This is an optimization exercise on Yosys and OpenROAD, whose aim is small area, not a production implementation.
At most, simulation tests tie the RTL to the original design; equivalence was not proved.

==> violet <==
// CORDIC_tanInv_sqrt
module CORDIC_tanInv_sqrt(
    output [15:0] X0,
    output [15:0] Y0,
    output [15:0] Z0,
    input  [15:0] Xin,
    input  [15:0] Yin,
    input  [15:0] Zin,
    input  clk
);
Settings: LEC_CHECK=0, CAP_MARGIN=20, CORE_MARGIN=2, CORE_UTILIZATION=45, CTS_BUF_LIST=sky130_fd_sc_hd__clkbuf_4, SLEW_MARGIN=20; clock period 7.0 ns.
run.sh (not shown) runs the stock make flow with config.mk's settings and CLKGATE_MAP_FILE= SYNTH_SCRIPT=/design/flow/synth_recipe.tcl, a recipe that flattens the netlist after the stock synthesis.
==> amber: changes against violet <==
CTS_BUF_LIST = sky130_fd_sc_hd__clkbuf_8   (was sky130_fd_sc_hd__clkbuf_4)
CTS_CLUSTER_DIAMETER = 50   (was unset)
CTS_CLUSTER_SIZE = 16   (was unset)
==> qor summary <==
| metric | violet | amber |
|---|---|---|
| Routing usage on met2 | 24.44% | 23.88% |
| Status | timing/DRC/antenna clean | timing/DRC/antenna clean |
| Slack of the critical path | 0.2842 ns | 0.3090 ns |
| Share of the clock period used by the worst path after layout | 95.94% | 95.59% |
| Final Non-Filler Cells | 3,629 | 3,410 |
| Transition at the pin with the smallest max-transition slack | 0.9727 ns | 0.9682 ns |
| Clock Tree Root | clkbuf_4 | clkbuf_8 |
| Number of cells on the worst reg-to-reg path | 19 | 17 |
| Combined area of the multi-input logic cells | 0.01456 mm^2 | 0.01457 mm^2 |
| Pin count of the biggest net entering global routing | 19 | 18 |
| Source of the worst register-to-register timing path | e1_15$_DFF_P_ | e0_15$_DFF_P_ |
No run of this note included a check of the RTL's function; only the layout flow was run.

* * *

==> inputs of fjord <==
CORDIC_tanInv_sqrt, a different RTL version from the one above (not shown whole).
==> flow/config.mk <==
export PLATFORM = sky130hd
export DESIGN_NAME = CORDIC_tanInv_sqrt
export DESIGN_NICKNAME = CORDIC_tanInv_sqrt
export VERILOG_FILES = /design/flow/design.v
export SDC_FILE = /design/flow/constraint.sdc
export NUM_CORES = 4
export LEC_CHECK = 0
export CAP_MARGIN = 20
export CORE_MARGIN = 2
export CORE_UTILIZATION = 45
export GPL_TIMING_DRIVEN = 0
export SLEW_MARGIN = 20
export SYNTH_HIERARCHICAL = 1
==> flow/constraint.sdc <==
create_clock -name core_clock -period 7.0 [get_ports {clk}]
set_input_delay 1.4000 -clock core_clock [delete_from_list [all_inputs] [get_ports {clk}]]
set_output_delay 1.4000 -clock core_clock [all_outputs]
set_load 0.01 [all_outputs]
standard.sh (not shown) runs the stock make flow with config.mk's settings and CLKGATE_MAP_FILE= SYNTH_SCRIPT=/design/flow/synth_recipe.tcl, a recipe that flattens the netlist after the stock synthesis.
==> flow/flow/run.sh <==
#!/bin/bash
# Own flow: the standard layout with the smallest buffer as the port buffer and
# a clock tree without dummy loads.
set -euo pipefail
bash standard.sh BUFFER_PORTS_ARGS="-buffer_cell sky130_fd_sc_hd__buf_1" \
  CTS_ARGS="-sink_clustering_enable -repair_clock_nets -buf_list sky130_fd_sc_hd__clkbuf_4 -sink_clustering_size 10 -sink_clustering_max_diameter 40 -dont_use_dummy_load" finish > standard_flow.log 2>&1
==> willow (differences from fjord) <==
==> flow/flow/run.sh (replaced) <==
#!/bin/bash
# Own flow: the standard layout with the smallest buffer as the port buffer and
# a clock tree without dummy loads.
set -euo pipefail
bash standard.sh BUFFER_PORTS_ARGS="-buffer_cell sky130_fd_sc_hd__buf_1" \
  CTS_ARGS="-sink_clustering_enable -repair_clock_nets -buf_list sky130_fd_sc_hd__clkbuf_4 -sink_clustering_size 10 -sink_clustering_max_diameter 60 -dont_use_dummy_load" finish > standard_flow.log 2>&1
- CORE_UTILIZATION: 45 -> 70
- GPL_TIMING_DRIVEN: 0 -> default
==> garnet (differences from fjord) <==
- CORE_UTILIZATION: 45 -> 60
- GPL_TIMING_DRIVEN: 0 -> default
==> quartz (differences from fjord) <==
==> flow/run.sh (new file) <==
#!/bin/bash
# synth_recipe.tcl (not shown) runs the flow's synth.tcl, then flattens the netlist and writes it again
# the make line also repeats each setting of config.mk as NAME=value (left out here)
make -C /OpenROAD-flow-scripts/flow DESIGN_CONFIG=/design/flow/config.mk WORK_HOME=/design/flow/orfs CLKGATE_MAP_FILE= SYNTH_SCRIPT=/design/flow/synth_recipe.tcl finish
- ABC_AREA: default -> 1
- CORE_UTILIZATION: 45 -> 60
- CTS_BUF_LIST: default -> sky130_fd_sc_hd__clkbuf_8
- CTS_CLUSTER_DIAMETER: default -> 40
- CTS_CLUSTER_SIZE: default -> 20
- GPL_TIMING_DRIVEN: 0 -> default
removed: flow/flow/run.sh
removed: flow/standard.sh
==> summary of the runs <==
Of garnet and willow, willow has the higher global-route usage (gap 2.7 points).
Synthesized cell count is the same in willow and garnet.
Maximum frequency, lowest first: fjord, willow, garnet, quartz.
willow finished with timing, DRC and antenna clean. fjord finished clean. garnet produced a clean layout. quartz finished clean.
In critical path depth, fjord and willow do not differ.
Cell count: willow < garnet < quartz < fjord.
Clock skew, lowest first: quartz, willow, garnet, fjord.

* * *

==> inputs of job 4808 <==
Starting RTL as in the previous note.
clock: 7.0 ns
lec_check: 0
abc_area: 1
cap_margin: 20
core_margin: 2
core_utilization: 45
cts_buf_list: sky130_fd_sc_hd__clkbuf_8
cts_cluster_diameter: 50
cts_cluster_size: 16
slew_margin: 20
synth_hierarchical: 1
==> flow/flow/run.sh <==
#!/bin/bash
# Own flow: the standard layout with the smallest buffer as the port buffer and
# a clock tree without dummy loads.
set -euo pipefail
bash standard.sh BUFFER_PORTS_ARGS="-buffer_cell sky130_fd_sc_hd__buf_1" \
  CTS_ARGS="-sink_clustering_enable -repair_clock_nets -buf_list {sky130_fd_sc_hd__clkbuf_2 sky130_fd_sc_hd__clkbuf_4} -sink_clustering_size 10 -sink_clustering_max_diameter 40 -dont_use_dummy_load" finish > standard_flow.log 2>&1
==> inputs of job 1434, as changes to job 4808 <==
==> flow/flow/run.sh (replaced) <==
#!/bin/bash
# Own flow: the standard layout, but with the smallest buffer as the port buffer.
set -euo pipefail
bash standard.sh BUFFER_PORTS_ARGS="-buffer_cell sky130_fd_sc_hd__buf_1" finish > standard_flow.log 2>&1
==> inputs of job 3656, as changes to job 4808 <==
==> flow/flow/run.sh (replaced) <==
#!/bin/bash
# Own flow: the standard layout with the smallest buffer as the port buffer and
# a clock tree without dummy loads.
set -euo pipefail
bash standard.sh BUFFER_PORTS_ARGS="-buffer_cell sky130_fd_sc_hd__buf_1" \
  CTS_ARGS="-sink_clustering_enable -repair_clock_nets -buf_list sky130_fd_sc_hd__clkbuf_4 -sink_clustering_size 10 -sink_clustering_max_diameter 40 -dont_use_dummy_load" finish > standard_flow.log 2>&1
- ABC_AREA: 1 -> not set
- CORE_UTILIZATION: 45 -> 30
- CTS_BUF_LIST: sky130_fd_sc_hd__clkbuf_8 -> not set
- CTS_CLUSTER_DIAMETER: 50 -> not set
- CTS_CLUSTER_SIZE: 16 -> not set
==> run notes <==
quantity                                                               job 4808     job 1434     job 3656
Combined area of all synthesized cells                              0.0307 mm^2  0.0307 mm^2  0.0305 mm^2
DR vias                                                                   12.6k        12.5k        12.2k
Remaining max-slew budget at the tightest pin                             42.9%        43.0%        38.3%
Area taken by flip-flops and latches                                0.0168 mm^2  0.0168 mm^2  0.0168 mm^2
Worst-case setup margin in the final layout                            0.198 ns     0.210 ns     0.231 ns
Average wire per cell in the routed design                              13.3 um      13.2 um      11.6 um
Maximum achievable frequency                                          0.147 GHz    0.147 GHz    0.148 GHz
Status                                                 timing/DRC/antenna clean  timing/DRC/antenna clean  timing/DRC/antenna clean
CTS Root Cell                                                          clkbuf_4     clkbuf_8     clkbuf_4
Reg2reg end                                                              y14_15       y10_15        e2_15
Full die area                                                       0.0704 mm^2  0.0704 mm^2   0.104 mm^2
Net count, final                                                           2732         2693         2667
Count of buffer and inverter cells on the critical path                       0            0            2
Floorplan core area                                                 0.0674 mm^2  0.0674 mm^2   0.100 mm^2
Clock Buffer Count                                                          117           87          109
PostCTS Resize Cnt                                                            1            2            0
Total clock buffers created by CTS                                          117           78          109
Placement-stage cell area                                           0.0319 mm^2  0.0319 mm^2  0.0323 mm^2
Clock latency of the later-clocked register in the worst-skew pair      0.87 ns      0.67 ns      0.90 ns
Transition time at the pin with the least slew margin                  0.851 ns     0.850 ns     0.919 ns
Count of antenna diodes in the layout                                         1            3            2

* * *

==> inputs of 10-23 <==
CORDIC_tanInv_sqrt again, from the RTL that the note above started with.
==> flow/config.mk <==
export PLATFORM = sky130hd
export DESIGN_NAME = CORDIC_tanInv_sqrt
export DESIGN_NICKNAME = CORDIC_tanInv_sqrt
export VERILOG_FILES = /design/flow/design.v
export SDC_FILE = /design/flow/constraint.sdc
export NUM_CORES = 4
export LEC_CHECK = 0
export ABC_AREA = 1
export CAP_MARGIN = 20
export CORE_MARGIN = 2
export CORE_UTILIZATION = 45
export CTS_BUF_LIST = sky130_fd_sc_hd__clkbuf_8
export CTS_CLUSTER_DIAMETER = 50
export CTS_CLUSTER_SIZE = 16
export SLEW_MARGIN = 20
export SYNTH_HIERARCHICAL = 1
==> flow/constraint.sdc <==
create_clock -name core_clock -period 7.0 [get_ports {clk}]
set_input_delay 1.4000 -clock core_clock [delete_from_list [all_inputs] [get_ports {clk}]]
set_output_delay 1.4000 -clock core_clock [all_outputs]
set_load 0.01 [all_outputs]
==> flow/flow/run.sh <==
#!/bin/bash
# Own flow: the standard layout with the smallest buffer as the port buffer and
# a clock tree without dummy loads.
set -euo pipefail
bash standard.sh BUFFER_PORTS_ARGS="-buffer_cell sky130_fd_sc_hd__buf_1" \
  CTS_ARGS="-sink_clustering_enable -repair_clock_nets -buf_list sky130_fd_sc_hd__clkbuf_8 -sink_clustering_size 16 -sink_clustering_max_diameter 50 -dont_use_dummy_load" finish > standard_flow.log 2>&1
==> 09-21: changes against 10-23 <==
==> flow/flow/run.sh (replaced) <==
#!/bin/bash
# Own flow: the standard layout with the smallest buffer as the port buffer and
# a clock tree without dummy loads.
set -euo pipefail
bash standard.sh BUFFER_PORTS_ARGS="-buffer_cell sky130_fd_sc_hd__buf_1" \
  CTS_ARGS="-sink_clustering_enable -repair_clock_nets -buf_list sky130_fd_sc_hd__clkbuf_4 -sink_clustering_size 11 -sink_clustering_max_diameter 45 -dont_use_dummy_load" finish > standard_flow.log 2>&1
==> flow/config.mk (replaced) <==
export PLATFORM = sky130hd
export DESIGN_NAME = CORDIC_tanInv_sqrt
export DESIGN_NICKNAME = CORDIC_tanInv_sqrt
export VERILOG_FILES = /design/flow/design.v
export SDC_FILE = /design/flow/constraint.sdc
export NUM_CORES = 4
export LEC_CHECK = 0
export CAP_MARGIN = 20
export CORE_MARGIN = 2
export CORE_UTILIZATION = 60
export SLEW_MARGIN = 20
export SYNTH_HIERARCHICAL = 1
==> impl_results.md <==
- Final worst-path cycle share: 0.9697
- Layout cells sized above 1: 0.06650
- Fillcell total: slightly below 6000
- Met2 Resource Use GR: 0.2357
- Status: timing/DRC/antenna clean
- Initial antenna violation count: 2
- Design area: 33010 um^2
- Detailed router's first-iteration violation count: 305
- Top cells by area, synth: dfxtp_1 55%, fa_1 28%, ha_1 6.9%, xnor2_1 4.7%, xor2_1 1.9%
- Total CTS buffers: just under 80
- Crit-path slowest cell: fa_1
- GRT met1 Usage: 0.1295
- Vias after detailed routing: between 10000 and 15000
- Library cells used by synthesis: 13
# the run above: 10-23

==> impl_results.md <==
- Status: timing/DRC/antenna clean
- Met2 Resource Use GR: 0.2936
- Top cells by area, synth: dfxtp_1 55%, fa_1 28%, ha_1 7.0%, xor2_1 4.2%, xnor2_1 2.9%
- Vias after detailed routing: 12228
- Design area: 32190 um^2
- Initial antenna violation count: 1
- Crit-path slowest cell: dfxtp_1
- Layout cells sized above 1: 0.06840
- Fillcell total: 3731
# the run above: 09-21


* * *

==> raven: inputs <==
CORDIC_tanInv_sqrt again, from the RTL that the note above started with.
// CORDIC_tanInv_sqrt
module CORDIC_tanInv_sqrt(
    output [15:0] X0,
    output [15:0] Y0,
    output [15:0] Z0,
    input  [15:0] Xin,
    input  [15:0] Yin,
    input  [15:0] Zin,
    input  clk
);
clock: 7.0 ns
lec_check: 0
abc_area: 1
cap_margin: 20
core_margin: 2
core_utilization: 45
cts_buf_list: sky130_fd_sc_hd__clkbuf_8
cts_cluster_diameter: 50
cts_cluster_size: 16
slew_margin: 20
synth_hierarchical: 1
==> flow/flow/run.sh <==
#!/bin/bash
# Own flow: the standard layout with the smallest buffer as the port buffer and
# a clock tree without dummy loads.
set -euo pipefail
bash standard.sh BUFFER_PORTS_ARGS="-buffer_cell sky130_fd_sc_hd__buf_1" \
  CTS_ARGS="-sink_clustering_enable -repair_clock_nets -buf_list sky130_fd_sc_hd__clkbuf_4 -sink_clustering_size 10 -sink_clustering_max_diameter 40 -dont_use_dummy_load" finish > standard_flow.log 2>&1
==> cedar (differences from raven) <==
ABC_AREA = default   (was 1)
CORE_UTILIZATION = 80   (was 45)
CTS_BUF_LIST = default   (was sky130_fd_sc_hd__clkbuf_8)
CTS_CLUSTER_DIAMETER = default   (was 50)
CTS_CLUSTER_SIZE = default   (was 16)
==> ember (differences from raven) <==
==> flow/run.sh (new file) <==
#!/bin/bash
# synth_recipe.tcl (not shown) runs the flow's synth.tcl, then flattens the netlist and writes it again
# the make line also repeats each setting of config.mk as NAME=value (left out here)
make -C /OpenROAD-flow-scripts/flow DESIGN_CONFIG=/design/flow/config.mk WORK_HOME=/design/flow/orfs CLKGATE_MAP_FILE= SYNTH_SCRIPT=/design/flow/synth_recipe.tcl finish
removed: flow/flow/run.sh
removed: flow/standard.sh
==> run notes <==
Cell count: ember > raven > cedar.
Register-to-register slack is about the same in cedar and ember.
In sequential cell count, ember and cedar do not differ.
Core utilization: cedar > ember > raven.
Sequential share of layout area: raven is higher than ember (2.4 points).
==> figures <==
	ember	cedar	raven
Global routing met3 resource utilization	2.72%	5.10%	2.83%
Synthesized instance count	1914	1853	1914
Cell variety after synth	13	12	13
Highest Clock Rate	0.146 GHz	0.147 GHz	0.147 GHz
Reg2Reg Launch Point	y8_15	y7_15	x13_13
TritonRoute pass-1 iters	4	4	6
Number of DRC markers after the initial detailed-route iteration	284	291	230
Outcome	finished clean	finished clean	finished clean
Number of tap instances	873	511	873
Met2 wirelength from detailed routing	21700 um	23600 um	21600 um
Initial antenna violation count	1	3	1
Post-synthesis area per instance	16.1 sq um	16.5 sq um	16.1 sq um

* * *

==> 01-25: inputs <==
CORDIC_tanInv_sqrt again, from the RTL that the note above started with.
Settings: LEC_CHECK=0, CAP_MARGIN=20, CORE_MARGIN=2, CORE_UTILIZATION=75, SLEW_MARGIN=20, SYNTH_HIERARCHICAL=1; clock period 7.0 ns.
==> flow/flow/run.sh <==
#!/bin/bash
# Own flow: the standard layout with the smallest buffer as the port buffer and
# a clock tree without dummy loads.
set -euo pipefail
bash standard.sh BUFFER_PORTS_ARGS="-buffer_cell sky130_fd_sc_hd__buf_1" \
  CTS_ARGS="-sink_clustering_enable -repair_clock_nets -buf_list sky130_fd_sc_hd__clkbuf_4 -sink_clustering_size 10 -sink_clustering_max_diameter 40 -dont_use_dummy_load" finish > standard_flow.log 2>&1
==> inputs of 12-01, as changes to 01-25 <==
--- a/flow/config.mk
+++ b/flow/config.mk
@@ -9,3 +9,3 @@
 export CORE_MARGIN = 2
-export CORE_UTILIZATION = 75
+export CORE_UTILIZATION = 70
 export SLEW_MARGIN = 20
==> run notes <==
quantity                                                12-01           01-25
Register area                                      0.0168 mm2      0.0168 mm2
Chip width                                             213 um          206 um
First element of the critical path              y8_15$_DFF_P_  x15_15$_DFF_P_
Result of the run                    timing/DRC/antenna clean  timing/DRC/antenna clean
Final cell utilization of the core                      74.6%           80.3%
Layout overhead on the synthesized area                 5.39%           5.08%
Core ar.                                           0.0431 mm2      0.0399 mm2
Max Clock Skew                                      0.0730 ns        0.121 ns
Rows                                                       76              73
Worst reg2reg startpoint                        y8_15$_DFF_P_  x15_15$_DFF_P_
DP Worst Slack                                      0.0926 ns        0.136 ns
Largest fanout of any net on the critical path              4               3

[re-timing with driven ports]
How much do the figures lean on ideal ports? The routed layouts below were timed once more, with nothing changed but the port constraints.
Step 1 sets driving cells, clkbuf_16 on the clock port and buf_2 on the other inputs (assumed; they add their load-dependent delay and slew).
Step 2 moves the port delays by t, midway between the first and last clock arrival at a register: inputs arrive t later, outputs are due t later. That takes back most of the time a late clock gives input paths.
a / b / c = ideal ports / drivers / drivers and shift; a / b = the first two.
run | t, ns | setup WS [ns] | worst slew at a driven data input, ns | pins driven straight from the clock port
violet | 1.040 | 0.284 / 0.284 / 0.284 | 0.04 | 1
amber | 0.724 | 0.309 / 0.309 / 0.309 | 0.04 | 1
fjord | 0.879 | 0.206 / 0.206 / 0.206 | 0.04 | 1
willow | 0.848 | 0.212 / 0.212 / 0.212 | 0.04 | 1
garnet | 0.842 | 0.244 / 0.244 / 0.244 | 0.03 | 1
quartz | 0.736 | 0.244 / 0.244 / 0.244 | 0.04 | 1
job 4808 | 0.879 | 0.198 / 0.198 / 0.198 | 0.04 | 1
job 1434 | 0.712 | 0.210 / 0.210 / 0.210 | 0.04 | 1
job 3656 | 0.893 | 0.231 / 0.231 / 0.231 | 0.04 | 1
10-23 | 0.680 | 0.212 / 0.212 / 0.212 | 0.04 | 1
09-21 | 0.848 | 0.219 / 0.219 / 0.219 | 0.03 | 1
raven | 0.879 | 0.198 / 0.198 / 0.198 | 0.04 | 1
cedar | 0.837 | 0.175 / 0.175 / 0.175 | 0.04 | 1
ember | 0.710 | 0.173 / 0.173 / 0.173 | 0.04 | 1
01-25 | 0.831 | 0.220 / 0.220 / 0.220 | 0.04 | 1
12-01 | 0.838 | 0.246 / 0.246 / 0.246 | 0.04 | 1
After both steps every run listed still meets setup and hold.
